Context: an optimization exercise on an open-source flow, tuned for small area. The choices shown serve that exercise and are no tape-out recipe.
Function was checked by simulation only, so behaviour that the tests miss may differ from the original.
Power is estimated from default activity; no workload was simulated.

### flow/design.v
module btn_debounce (
    input  clk,
    input  reset,
    input  smp,
    input  pcyc,
    input  i_btn,
    output o_btn
);
    reg [3:0] r;
    always @(posedge clk, posedge reset) begin
        if (reset) begin
            r <= 4'd0;
        end else if (smp) begin
            if (!i_btn)    r <= 4'd0;
            else if (r[3]) r <= 4'd9;
            else           r <= r + 4'd1;
        end
    end
    assign o_btn = pcyc & r[3] & ~r[0];
endmodule
module stopwatch_cu (
    input clk,
    input reset,
    input mode,
    input i_btn_run,
    input i_btn_clear,
    output reg o_run,
    output reg o_clear
);
    always @(posedge clk, posedge reset) begin
        if (reset) begin
            o_run   <= 1'b0;
            o_clear <= 1'b0;
        end else if (!mode) begin
            if (o_clear) begin
                if (!i_btn_clear) o_clear <= 1'b0;
            end else if (o_run) begin
                if (i_btn_run) o_run <= 1'b0;
            end else if (i_btn_run) begin
                o_run <= 1'b1;
            end else if (i_btn_clear) begin
                o_clear <= 1'b1;
            end
        end
    end
endmodule
module stopwatch_dp (
    input clk,
    input reset,
    input run,
    input clear,
    input ph,
    output reg [3:0] msec_u,
    output reg [3:0] msec_t,
    output reg [3:0] sec_u,
    output reg [2:0] sec_t,
    output reg [3:0] min_u,
    output reg [2:0] min_t,
    output reg [3:0] hour_u,
    output reg [1:0] hour_t
);
    reg tk, tk_msec, tk_sec, tk_min;
    wire msec_u9 = msec_u[3] & msec_u[0];
    wire msec_t9 = msec_t[3] & msec_t[0];
    wire sec_u9  = sec_u[3] & sec_u[0];
    wire sec_t5  = sec_t[2] & sec_t[0];
    wire min_u9  = min_u[3] & min_u[0];
    wire min_t5  = min_t[2] & min_t[0];
    wire hour_u9 = hour_u[3] & hour_u[0];
    wire hour_23 = hour_t[1] & hour_u[1] & hour_u[0];
    always @(posedge clk, posedge reset) begin
        if (reset) begin
            tk <= 1'b0; tk_msec <= 1'b0; tk_sec <= 1'b0; tk_min <= 1'b0;
            msec_u <= 0; msec_t <= 0; sec_u <= 0; sec_t <= 0;
            min_u <= 0; min_t <= 0; hour_u <= 0; hour_t <= 0;
        end else begin
            tk      <= run & ~ph;
            tk_msec <= ~clear & tk & msec_t9 & msec_u9;
            tk_sec  <= ~clear & tk_msec & sec_t5 & sec_u9;
            tk_min  <= ~clear & tk_sec & min_t5 & min_u9;
            if (clear) begin
                msec_u <= 0; msec_t <= 0; sec_u <= 0; sec_t <= 0;
                min_u <= 0; min_t <= 0; hour_u <= 0; hour_t <= 0;
            end else begin
                if (tk) begin
                    msec_u <= msec_u9 ? 4'd0 : msec_u + 4'd1;
                    if (msec_u9) msec_t <= msec_t9 ? 4'd0 : msec_t + 4'd1;
                end
                if (tk_msec) begin
                    sec_u <= sec_u9 ? 4'd0 : sec_u + 4'd1;
                    if (sec_u9) sec_t <= sec_t5 ? 3'd0 : sec_t + 3'd1;
                end
                if (tk_sec) begin
                    min_u <= min_u9 ? 4'd0 : min_u + 4'd1;
                    if (min_u9) min_t <= min_t5 ? 3'd0 : min_t + 3'd1;
                end
                if (tk_min) begin
                    if (hour_23) begin
                        hour_u <= 0; hour_t <= 0;
                    end else if (hour_u9) begin
                        hour_u <= 0; hour_t <= hour_t + 2'd1;
                    end else begin
                        hour_u <= hour_u + 4'd1;
                    end
                end
            end
        end
    end
endmodule
module watch_cu (
    input clk,
    input reset,
    input mode,
    input i_btn_sec,
    input i_btn_min,
    input i_btn_hour,
    output o_btn_sec,
    output o_btn_min,
    output o_btn_hour
);
    parameter WATCH = 2'b00, SEC_UP = 2'b01, MIN_UP = 2'b10, HOUR_UP = 2'b11;
    reg [1:0] state;
    always @(posedge clk, posedge reset) begin
        if (reset) begin
            state <= WATCH;
        end else if (mode) begin
            case (state)
                WATCH:
                    if (i_btn_sec)       state <= SEC_UP;
                    else if (i_btn_min)  state <= MIN_UP;
                    else if (i_btn_hour) state <= HOUR_UP;
                SEC_UP:  if (!i_btn_sec)  state <= WATCH;
                MIN_UP:  if (!i_btn_min)  state <= WATCH;
                HOUR_UP: if (!i_btn_hour) state <= WATCH;
            endcase
        end
    end
    assign o_btn_sec  = state == SEC_UP;
    assign o_btn_min  = state == MIN_UP;
    assign o_btn_hour = state == HOUR_UP;
endmodule
module watch_dp (
    input clk,
    input reset,
    input tick,
    input btn_sec,
    input btn_min,
    input btn_hour,
    output reg [3:0] msec_u,
    output reg [3:0] msec_t,
    output reg [3:0] sec_u,
    output reg [2:0] sec_t,
    output reg [3:0] min_u,
    output reg [2:0] min_t,
    output reg [3:0] hour_u,
    output reg [1:0] hour_t
);
    reg tk_msec, tk_sec, tk_min;
    wire msec_u9 = msec_u[3] & msec_u[0];
    wire msec_t9 = msec_t[3] & msec_t[0];
    wire sec_u9  = sec_u[3] & sec_u[0];
    wire sec_t5  = sec_t[2] & sec_t[0];
    wire min_u9  = min_u[3] & min_u[0];
    wire min_t5  = min_t[2] & min_t[0];
    wire hour_u9 = hour_u[3] & hour_u[0];
    wire hour_23 = hour_t[1] & hour_u[1] & hour_u[0];
    wire i_sec  = tk_msec | btn_sec;
    wire i_min  = tk_sec | btn_min;
    wire i_hour = tk_min | btn_hour;
    always @(posedge clk, posedge reset) begin
        if (reset) begin
            tk_msec <= 1'b0; tk_sec <= 1'b0; tk_min <= 1'b0;
            msec_u <= 0; msec_t <= 0; sec_u <= 0; sec_t <= 0;
            min_u <= 0; min_t <= 0; hour_u <= 4'd2; hour_t <= 2'd1;
        end else begin
            tk_msec <= tick & msec_t9 & msec_u9;
            tk_sec  <= i_sec & sec_t5 & sec_u9;
            tk_min  <= i_min & min_t5 & min_u9;
            if (tick) begin
                msec_u <= msec_u9 ? 4'd0 : msec_u + 4'd1;
                if (msec_u9) msec_t <= msec_t9 ? 4'd0 : msec_t + 4'd1;
            end
            if (i_sec) begin
                sec_u <= sec_u9 ? 4'd0 : sec_u + 4'd1;
                if (sec_u9) sec_t <= sec_t5 ? 3'd0 : sec_t + 3'd1;
            end
            if (i_min) begin
                min_u <= min_u9 ? 4'd0 : min_u + 4'd1;
                if (min_u9) min_t <= min_t5 ? 3'd0 : min_t + 3'd1;
            end
            if (i_hour) begin
                if (hour_23) begin
                    hour_u <= 0; hour_t <= 0;
                end else if (hour_u9) begin
                    hour_u <= 0; hour_t <= hour_t + 2'd1;
                end else begin
                    hour_u <= hour_u + 4'd1;
                end
            end
        end
    end
endmodule
module fnd_controller (
    input [2:0] sel,
    input sw_mode,
    input sw_time_mode,
    input [3:0] s_msec_u, input [3:0] s_msec_t, input [3:0] s_sec_u, input [2:0] s_sec_t,
    input [3:0] s_min_u,  input [2:0] s_min_t,  input [3:0] s_hour_u, input [1:0] s_hour_t,
    input [3:0] w_msec_u, input [3:0] w_msec_t, input [3:0] w_sec_u, input [2:0] w_sec_t,
    input [3:0] w_min_u,  input [2:0] w_min_t,  input [3:0] w_hour_u, input [1:0] w_hour_t,
    output reg [7:0] fnd_font,
    output reg [3:0] fnd_comm
);
    wire [3:0] msec_t = sw_mode ? w_msec_t : s_msec_t;
    wire dot = ~(msec_t[3] | (msec_t[2] & (msec_t[1] | msec_t[0])));   
    reg [3:0] digit;
    always @(*) begin
        case ({sw_mode, sw_time_mode, sel[1:0]})
            4'b0000: digit = s_msec_u;
            4'b0001: digit = s_msec_t;
            4'b0010: digit = s_sec_u;
            4'b0011: digit = {1'b0, s_sec_t};
            4'b0100: digit = s_min_u;
            4'b0101: digit = {1'b0, s_min_t};
            4'b0110: digit = s_hour_u;
            4'b0111: digit = {2'b0, s_hour_t};
            4'b1000: digit = w_msec_u;
            4'b1001: digit = w_msec_t;
            4'b1010: digit = w_sec_u;
            4'b1011: digit = {1'b0, w_sec_t};
            4'b1100: digit = w_min_u;
            4'b1101: digit = {1'b0, w_min_t};
            4'b1110: digit = w_hour_u;
            default: digit = {2'b0, w_hour_t};
        endcase
    end
    always @(*) begin
        case (sel[1:0])
            2'd0: fnd_comm = 4'b1110;
            2'd1: fnd_comm = 4'b1101;
            2'd2: fnd_comm = 4'b1011;
            default: fnd_comm = 4'b0111;
        endcase
    end
    always @(*) begin
        if (sel[2]) begin
            fnd_font = (sel[1:0] == 2'd2 && dot) ? 8'h7f : 8'hff;
        end else begin
            case (digit)
                4'h0: fnd_font = 8'hc0;
                4'h1: fnd_font = 8'hf9;
                4'h2: fnd_font = 8'ha4;
                4'h3: fnd_font = 8'hb0;
                4'h4: fnd_font = 8'h99;
                4'h5: fnd_font = 8'h92;
                4'h6: fnd_font = 8'h82;
                4'h7: fnd_font = 8'hf8;
                4'h8: fnd_font = 8'h80;
                default: fnd_font = 8'h90;
            endcase
        end
    end
endmodule
module Top_stopwatch (
    input clk,
    input reset,
    input btnL,
    input btnR,
    input btnU,
    input btnD,
    input sw_mode,
    input sw_time_mode,
    output [3:0] led,
    output [3:0] fnd_comm,
    output [7:0] fnd_font
);
    assign led = (sw_mode)? (sw_time_mode)?4'b1000:4'b0100:(sw_time_mode)?4'b0010:4'b0001;
    reg       s;
    reg [4:0] d;
    always @(posedge clk, posedge reset) begin
        if (reset) begin
            s <= 1'b0;
            d <= 5'd31;
        end else begin
            s <= 1'b1;
            d <= d + 5'd1;
        end
    end
    wire smp  = s & (&d[3:0]);
    wire pcyc = ~|d[3:0];
    wire w_btnL, w_btnR, w_btnU, w_btnD;
    btn_debounce U_btn_left  (.clk(clk), .reset(reset), .smp(smp), .pcyc(pcyc), .i_btn(btnL), .o_btn(w_btnL));
    btn_debounce U_btn_right (.clk(clk), .reset(reset), .smp(smp), .pcyc(pcyc), .i_btn(btnR), .o_btn(w_btnR));
    btn_debounce U_btn_up    (.clk(clk), .reset(reset), .smp(smp), .pcyc(pcyc), .i_btn(btnU), .o_btn(w_btnU));
    btn_debounce U_btn_down  (.clk(clk), .reset(reset), .smp(smp), .pcyc(pcyc), .i_btn(btnD), .o_btn(w_btnD));
    wire run, clear;
    stopwatch_cu Stopwatch_CU (
        .clk(clk), .reset(reset), .mode(sw_mode),
        .i_btn_run(w_btnL), .i_btn_clear(w_btnR),
        .o_run(run), .o_clear(clear)
    );
    wire [3:0] s_msec_u, s_msec_t, s_sec_u, s_min_u, s_hour_u;
    wire [2:0] s_sec_t, s_min_t;
    wire [1:0] s_hour_t;
    stopwatch_dp Stopwatch_DP (
        .clk(clk), .reset(reset), .run(run), .clear(clear), .ph(d[0]),
        .msec_u(s_msec_u), .msec_t(s_msec_t), .sec_u(s_sec_u), .sec_t(s_sec_t),
        .min_u(s_min_u), .min_t(s_min_t), .hour_u(s_hour_u), .hour_t(s_hour_t)
    );
    wire w_btn_sec, w_btn_min, w_btn_hour;
    watch_cu U_Watch_CU (
        .clk(clk), .reset(reset), .mode(sw_mode),
        .i_btn_sec(w_btnU), .i_btn_min(w_btnD), .i_btn_hour(w_btnL),
        .o_btn_sec(w_btn_sec), .o_btn_min(w_btn_min), .o_btn_hour(w_btn_hour)
    );
    wire [3:0] w_msec_u, w_msec_t, w_sec_u, w_min_u, w_hour_u;
    wire [2:0] w_sec_t, w_min_t;
    wire [1:0] w_hour_t;
    watch_dp Watch_DP (
        .clk(clk), .reset(reset), .tick(s & d[0]),
        .btn_sec(w_btn_sec), .btn_min(w_btn_min), .btn_hour(w_btn_hour),
        .msec_u(w_msec_u), .msec_t(w_msec_t), .sec_u(w_sec_u), .sec_t(w_sec_t),
        .min_u(w_min_u), .min_t(w_min_t), .hour_u(w_hour_u), .hour_t(w_hour_t)
    );
    fnd_controller U_Fnd_Ctrl (
        .sel({3{s}} & d[4:2]), .sw_mode(sw_mode), .sw_time_mode(sw_time_mode),
        .s_msec_u(s_msec_u), .s_msec_t(s_msec_t), .s_sec_u(s_sec_u), .s_sec_t(s_sec_t),
        .s_min_u(s_min_u), .s_min_t(s_min_t), .s_hour_u(s_hour_u), .s_hour_t(s_hour_t),
        .w_msec_u(w_msec_u), .w_msec_t(w_msec_t), .w_sec_u(w_sec_u), .w_sec_t(w_sec_t),
        .w_min_u(w_min_u), .w_min_t(w_min_t), .w_hour_u(w_hour_u), .w_hour_t(w_hour_t),
        .fnd_font(fnd_font), .fnd_comm(fnd_comm)
    );
endmodule
### flow/run.sh
#!/bin/bash
# synth_recipe.tcl (not shown) runs the flow's synth.tcl, then flattens the netlist and writes it again
# the make line also repeats each setting of config.mk as NAME=value (left out here)
make -C /OpenROAD-flow-scripts/flow DESIGN_CONFIG=/design/flow/config.mk WORK_HOME=/design/flow/orfs CLKGATE_MAP_FILE= SYNTH_SCRIPT=/design/flow/synth_recipe.tcl finish
### flow/config.mk
export PLATFORM = sky130hd
export DESIGN_NAME = Top_stopwatch
export DESIGN_NICKNAME = Top_stopwatch
export VERILOG_FILES = /design/flow/design.v
export SDC_FILE = /design/flow/constraint.sdc
export NUM_CORES = 4
export LEC_CHECK = 0
export CAP_MARGIN = 20
export CORE_MARGIN = 2
export CORE_UTILIZATION = 40
export SLEW_MARGIN = 20
### flow/constraint.sdc
create_clock -name core_clock -period 15.0 [get_ports {clk}]
set_input_delay 3.0000 -clock core_clock [delete_from_list [all_inputs] [get_ports {clk}]]
set_output_delay 3.0000 -clock core_clock [all_outputs]
set_load 0.01 [all_outputs]
==> impl_metrics.py <==
metrics = {
    "run_status": {
        "status": "timing/DRC/antenna clean",
    },
    "layout": {
        "area_growth_pct": 13.7,
        "fin_cells": 738,
        "multi_input_area_sq_um": 2620,
        "fillCellCount": 1206,
        "insertedDiodeCount": 0,
        "seq_area_sq_um": 2240,
        "drive_gt1_share_pct": 8.13,
        "nets": 598,
    },
    "drt": {
        "ant_nets": 0,
        "dr_total_vias": 3893,
        "remaining_drc_errors": 0,
        "drt_first_pass_iters": 4,
        "drtIter0Drc": 223,
        "wl_per_cell_um": 15.1,
        "via_per_inst": 5.28,
        "drt_wl_total_um": 11200,
    },
    "synth": {
        "synth-edff-count": 0,
        "synth_common_cells": "dfrtp_1 (82), nand2_1 (70), nor2_1 (45), o21ai_0 (45), nand3_1 (31)",
        "synthCells": 544,
        "synth_seq_cells": 89,
        "synth-adder-area-share_pct": 7.17,
        "synth_area_sq_um": 5060,
        "synth_top_cell_by_area": "dfrtp_1",
        "synth_area_leaders": "dfrtp_1 (41%), ha_1 (7.2%), nand2_1 (5.2%)",
        "muxShareOfSynthArea_pct": 5.09,
        "synth_most_common_cell": "dfrtp_1",
        "synth_nets": 581,
        "synthFlopType": "dfrtp_1",
        "ys_seq_area_share_pct": 44.2,
        "synth_top_area_share_pct": 40.5,
        "synth_top_family_by_area": "simple AND/OR/NAND/NOR gates",
        "syn_area_per_cell_sq_um": 9.30,
        "synth-compound-area-share_pct": 15.0,
        "async_flop_share_pct": 100,
        "ys_warn_count": 7,
        "synth-simple-area-share_pct": 20.0,
        "synthXorXnorAreaFrac_pct": 4.50,
        "ys_types": 61,
    },
    "floorplan": {
        "pin_count": 24,
        "fp.dieH_um": 116,
        "rows": 41,
        "start_util_pct": 40.6,
        "fp.dieArea_sq_um": 13600,
        "core_sq_um": 12500,
        "die_w_um": 116,
    },
    "timing": {
        "clock.fmax_mhz": 105,
        "hold_viol_final": 0,
        "grt_setup_unrepaired": "no",
        "drv_slew": 0,
        "relSlewSlack_pct": 34.6,
        "post-route-period-util_pct": 63.4,
        "fin_skew_ns": 0.00703,
        "fin_crit_ns": 9.50,
        "finalSetupViolCount": 0,
        "tightest_slew_ns": 0.978,
        "tns_ns": 0,
    },
    "worst_setup_path": {
        "endpoint_kind": "output port",
        "cp_data_arrival_time_ns": 6.50,
        "cp.required_ns": 12.00,
        "crit_fanout": 27,
        "worst-setup-path-type": "in2out",
        "start_kind": "input pin",
    },
    "placed_design": {
        "dp_hpwl_um": 7910,
        "gp_congestion": 0.841,
        "numPlacedInstances": 721,
        "io_buffers": 23,
    },
    "clock_network": {
        "cts_buffers": 9,
        "post_cts_resized": 0,
        "cts_tree": "yes",
        "cts_buffer_depth": 2,
        "clk_latency_ns": 0.35,
        "cts.hold.buffers_added": 0,
        "clk_pin_slew_ns": 0.06,
        "cts_root_buf": "clkbuf_16",
        "htree_levels": 3,
        "post_cts_buffers": 0,
        "cts.sinks": 89,
    },
    "global_routing": {
        "overflow": 0,
        "grt.total_usage_pct": 17.9,
        "grt_first_pass_wirelength_um": 18700,
        "grt_pass1_vias": 3741,
        "grt_max_degree": 76,
        "antenna_found_initial": 0,
    },
    "power": {
        "power_density_nw_per_um2": 128,
        "irDropWorstVdd_mv": 0.0693,
        "leakagePower_nw": 2.50,
    },
    "min_path": {
        "hold_class": "reg2reg",
    },
    "job": {
        "maxCapViolations": 0,
    },
}
[cells by family (layout without fill, tap and decap cells)]
group | after synthesis | after routing
compound gates | 121 | 121
buf+inv | 47 | 69
simple gates | 209 | 209
fa+ha+maj | 29 | 29
xor+xnor | 26 | 26
flops | 89 | 89
mux | 22 | 22
other cells | 1 | 1
[routing by layer]
| metal | global-route usage (%) | share of wire [%] | vias up | routed length (um) |
|---|---|---|---|---|
| met5 | 0 | 0 | - | 0 |
| met4 | 6.51 | 1.8 | 0 | 204 |
| met3 | 4.72 | 3.7 | 19 | 411 |
| met2 | 28.6 | 46 | 64 | 5180 |
| met1 | 23.4 | 48 | 1873 | 5380 |
| li1 | - | - | 1937 | - |
[per-stage QoR]
step / total power [mW] / area [sq um] / setup slack, ns / utilization [%] / hold WS (ns)
floorplan: 0.442 / 5060 / 7.02 / - / 0.456
global placement: 0.486 / 5420 / 5.57 / 43.5 / 0.470
detailed placement: 0.496 / 5420 / 5.54 / 43.5 / 0.485
CTS: 0.746 / 5750 / 5.51 / 46.1 / 0.495
global route: 0.784 / 5760 / 5.27 / 46.2 / 0.532
finish: 0.738 / 5760 / 5.50 / 46.2 / 0.495
[registers in the layout (all words and copies together) (netlist names), 2 cells and up]
signal and count:
Stopwatch_DP.sec_u 4, Stopwatch_DP.hour_t 2, Watch_DP.min_t 3, Watch_DP.sec_t 3
Watch_DP.min_u 4, Watch_DP.msec_t 4, Stopwatch_DP.msec_t 4, Stopwatch_DP.sec_t 3
Stopwatch_DP.hour_u 4, Stopwatch_DP.msec_u 4, U_btn_left.r 4, U_btn_down.r 4
d 5, U_Watch_CU.state 2, Watch_DP.hour_t 2, Watch_DP.msec_u 4
U_btn_right.r 4, Stopwatch_DP.min_t 3, U_btn_up.r 4, Watch_DP.hour_u 4
Watch_DP.sec_u 4, Stopwatch_DP.min_u 4
[critical path: stages]
cell and delay (ns):
clkdlybuf4s50_1 1.11, nand2_1 0.24, or4b_1 0.56, o211a_1 0.12
o221a_2 0.28, ha_1 0.21, nor3b_1 0.14, o31ai_1 0.26
clkdlybuf4s50_1 0.57
[placed cells by master, fill, tap and decap left out, types with 9 or more instances in the layout]
cell             instances
nand3_1                 31
xor2_1                  10
xnor2_1                 16
nor2_1                  45
mux2i_1                 10
nor3_1                  17
ha_1                    29
clkbuf_16                9
mux2_2                   9
inv_1                   26
nand2_1                 70
o21ai_0                 45
a21oi_1                 27
dfrtp_1                 82
clkdlybuf4s50_1         23
[layout make-up]
type,count,area share (%)
Multi-Input combinational cell,408,45.6
Tap cell,172,3.74
Inverter,27,1.78
Clock inverter,2,1.04
Sequential cell,89,38.8
Timing Repair Buffer,26,4.46
Clock buffer,14,4.59
[report_power, final]
part	internal [mW]	switching, mW	total, mW
sequential	0.279	0.0503	0.329
clock	0.155	0.0916	0.247
combinational	0.0785	0.0835	0.162
[worst paths after layout]
| path | to | slack, ns | depth (start not counted) | from |
|---|---|---|---|---|
| worst max-delay path | fnd_font[4] | 5.50 | 9 | sw_mode |
| worst min-delay path | Stopwatch_CU.o_run | 0.49 | 1 | Stopwatch_CU.o_run |
| worst max register to register | U_btn_left.r[2] | 12.84 | 4 | d[3] |
| worst min register to register | Stopwatch_CU.o_run | 0.49 | 1 | Stopwatch_CU.o_run |
| max in group asynchronous | Watch_DP.hour_u[0] | 10.86 | 3 | reset |
| min in group asynchronous | U_btn_left.r[0] | 2.91 | 2 | reset |

==> port drivers added, routing unchanged <==
In the flow no input, the clock included, has a driving cell. The finished layout below was timed again as built, in two steps.
Step 1, drivers: a clkbuf_16 drives clk and a buf_2 each remaining input, both assumed.
Step 2 moves the port delays by t, midway between the first and last clock arrival at a register: inputs arrive t later, outputs are due t later. That takes back most of the time a late clock gives input paths.
Slacks: ideal ports / drivers / drivers and shift; pairs: ideal ports / drivers.
t, ns: 0.382
setup WS [ns]: 5.497 / 5.470 / 5.470
latest minus earliest clock arrival (ns): 0.007 / 0.007
worst data-port slew with drivers (ns): 0.03
After both steps setup and hold are still met in this run. The setup slack of this run moves by -0.027 ns with the drivers and by -0.027 ns with both steps.
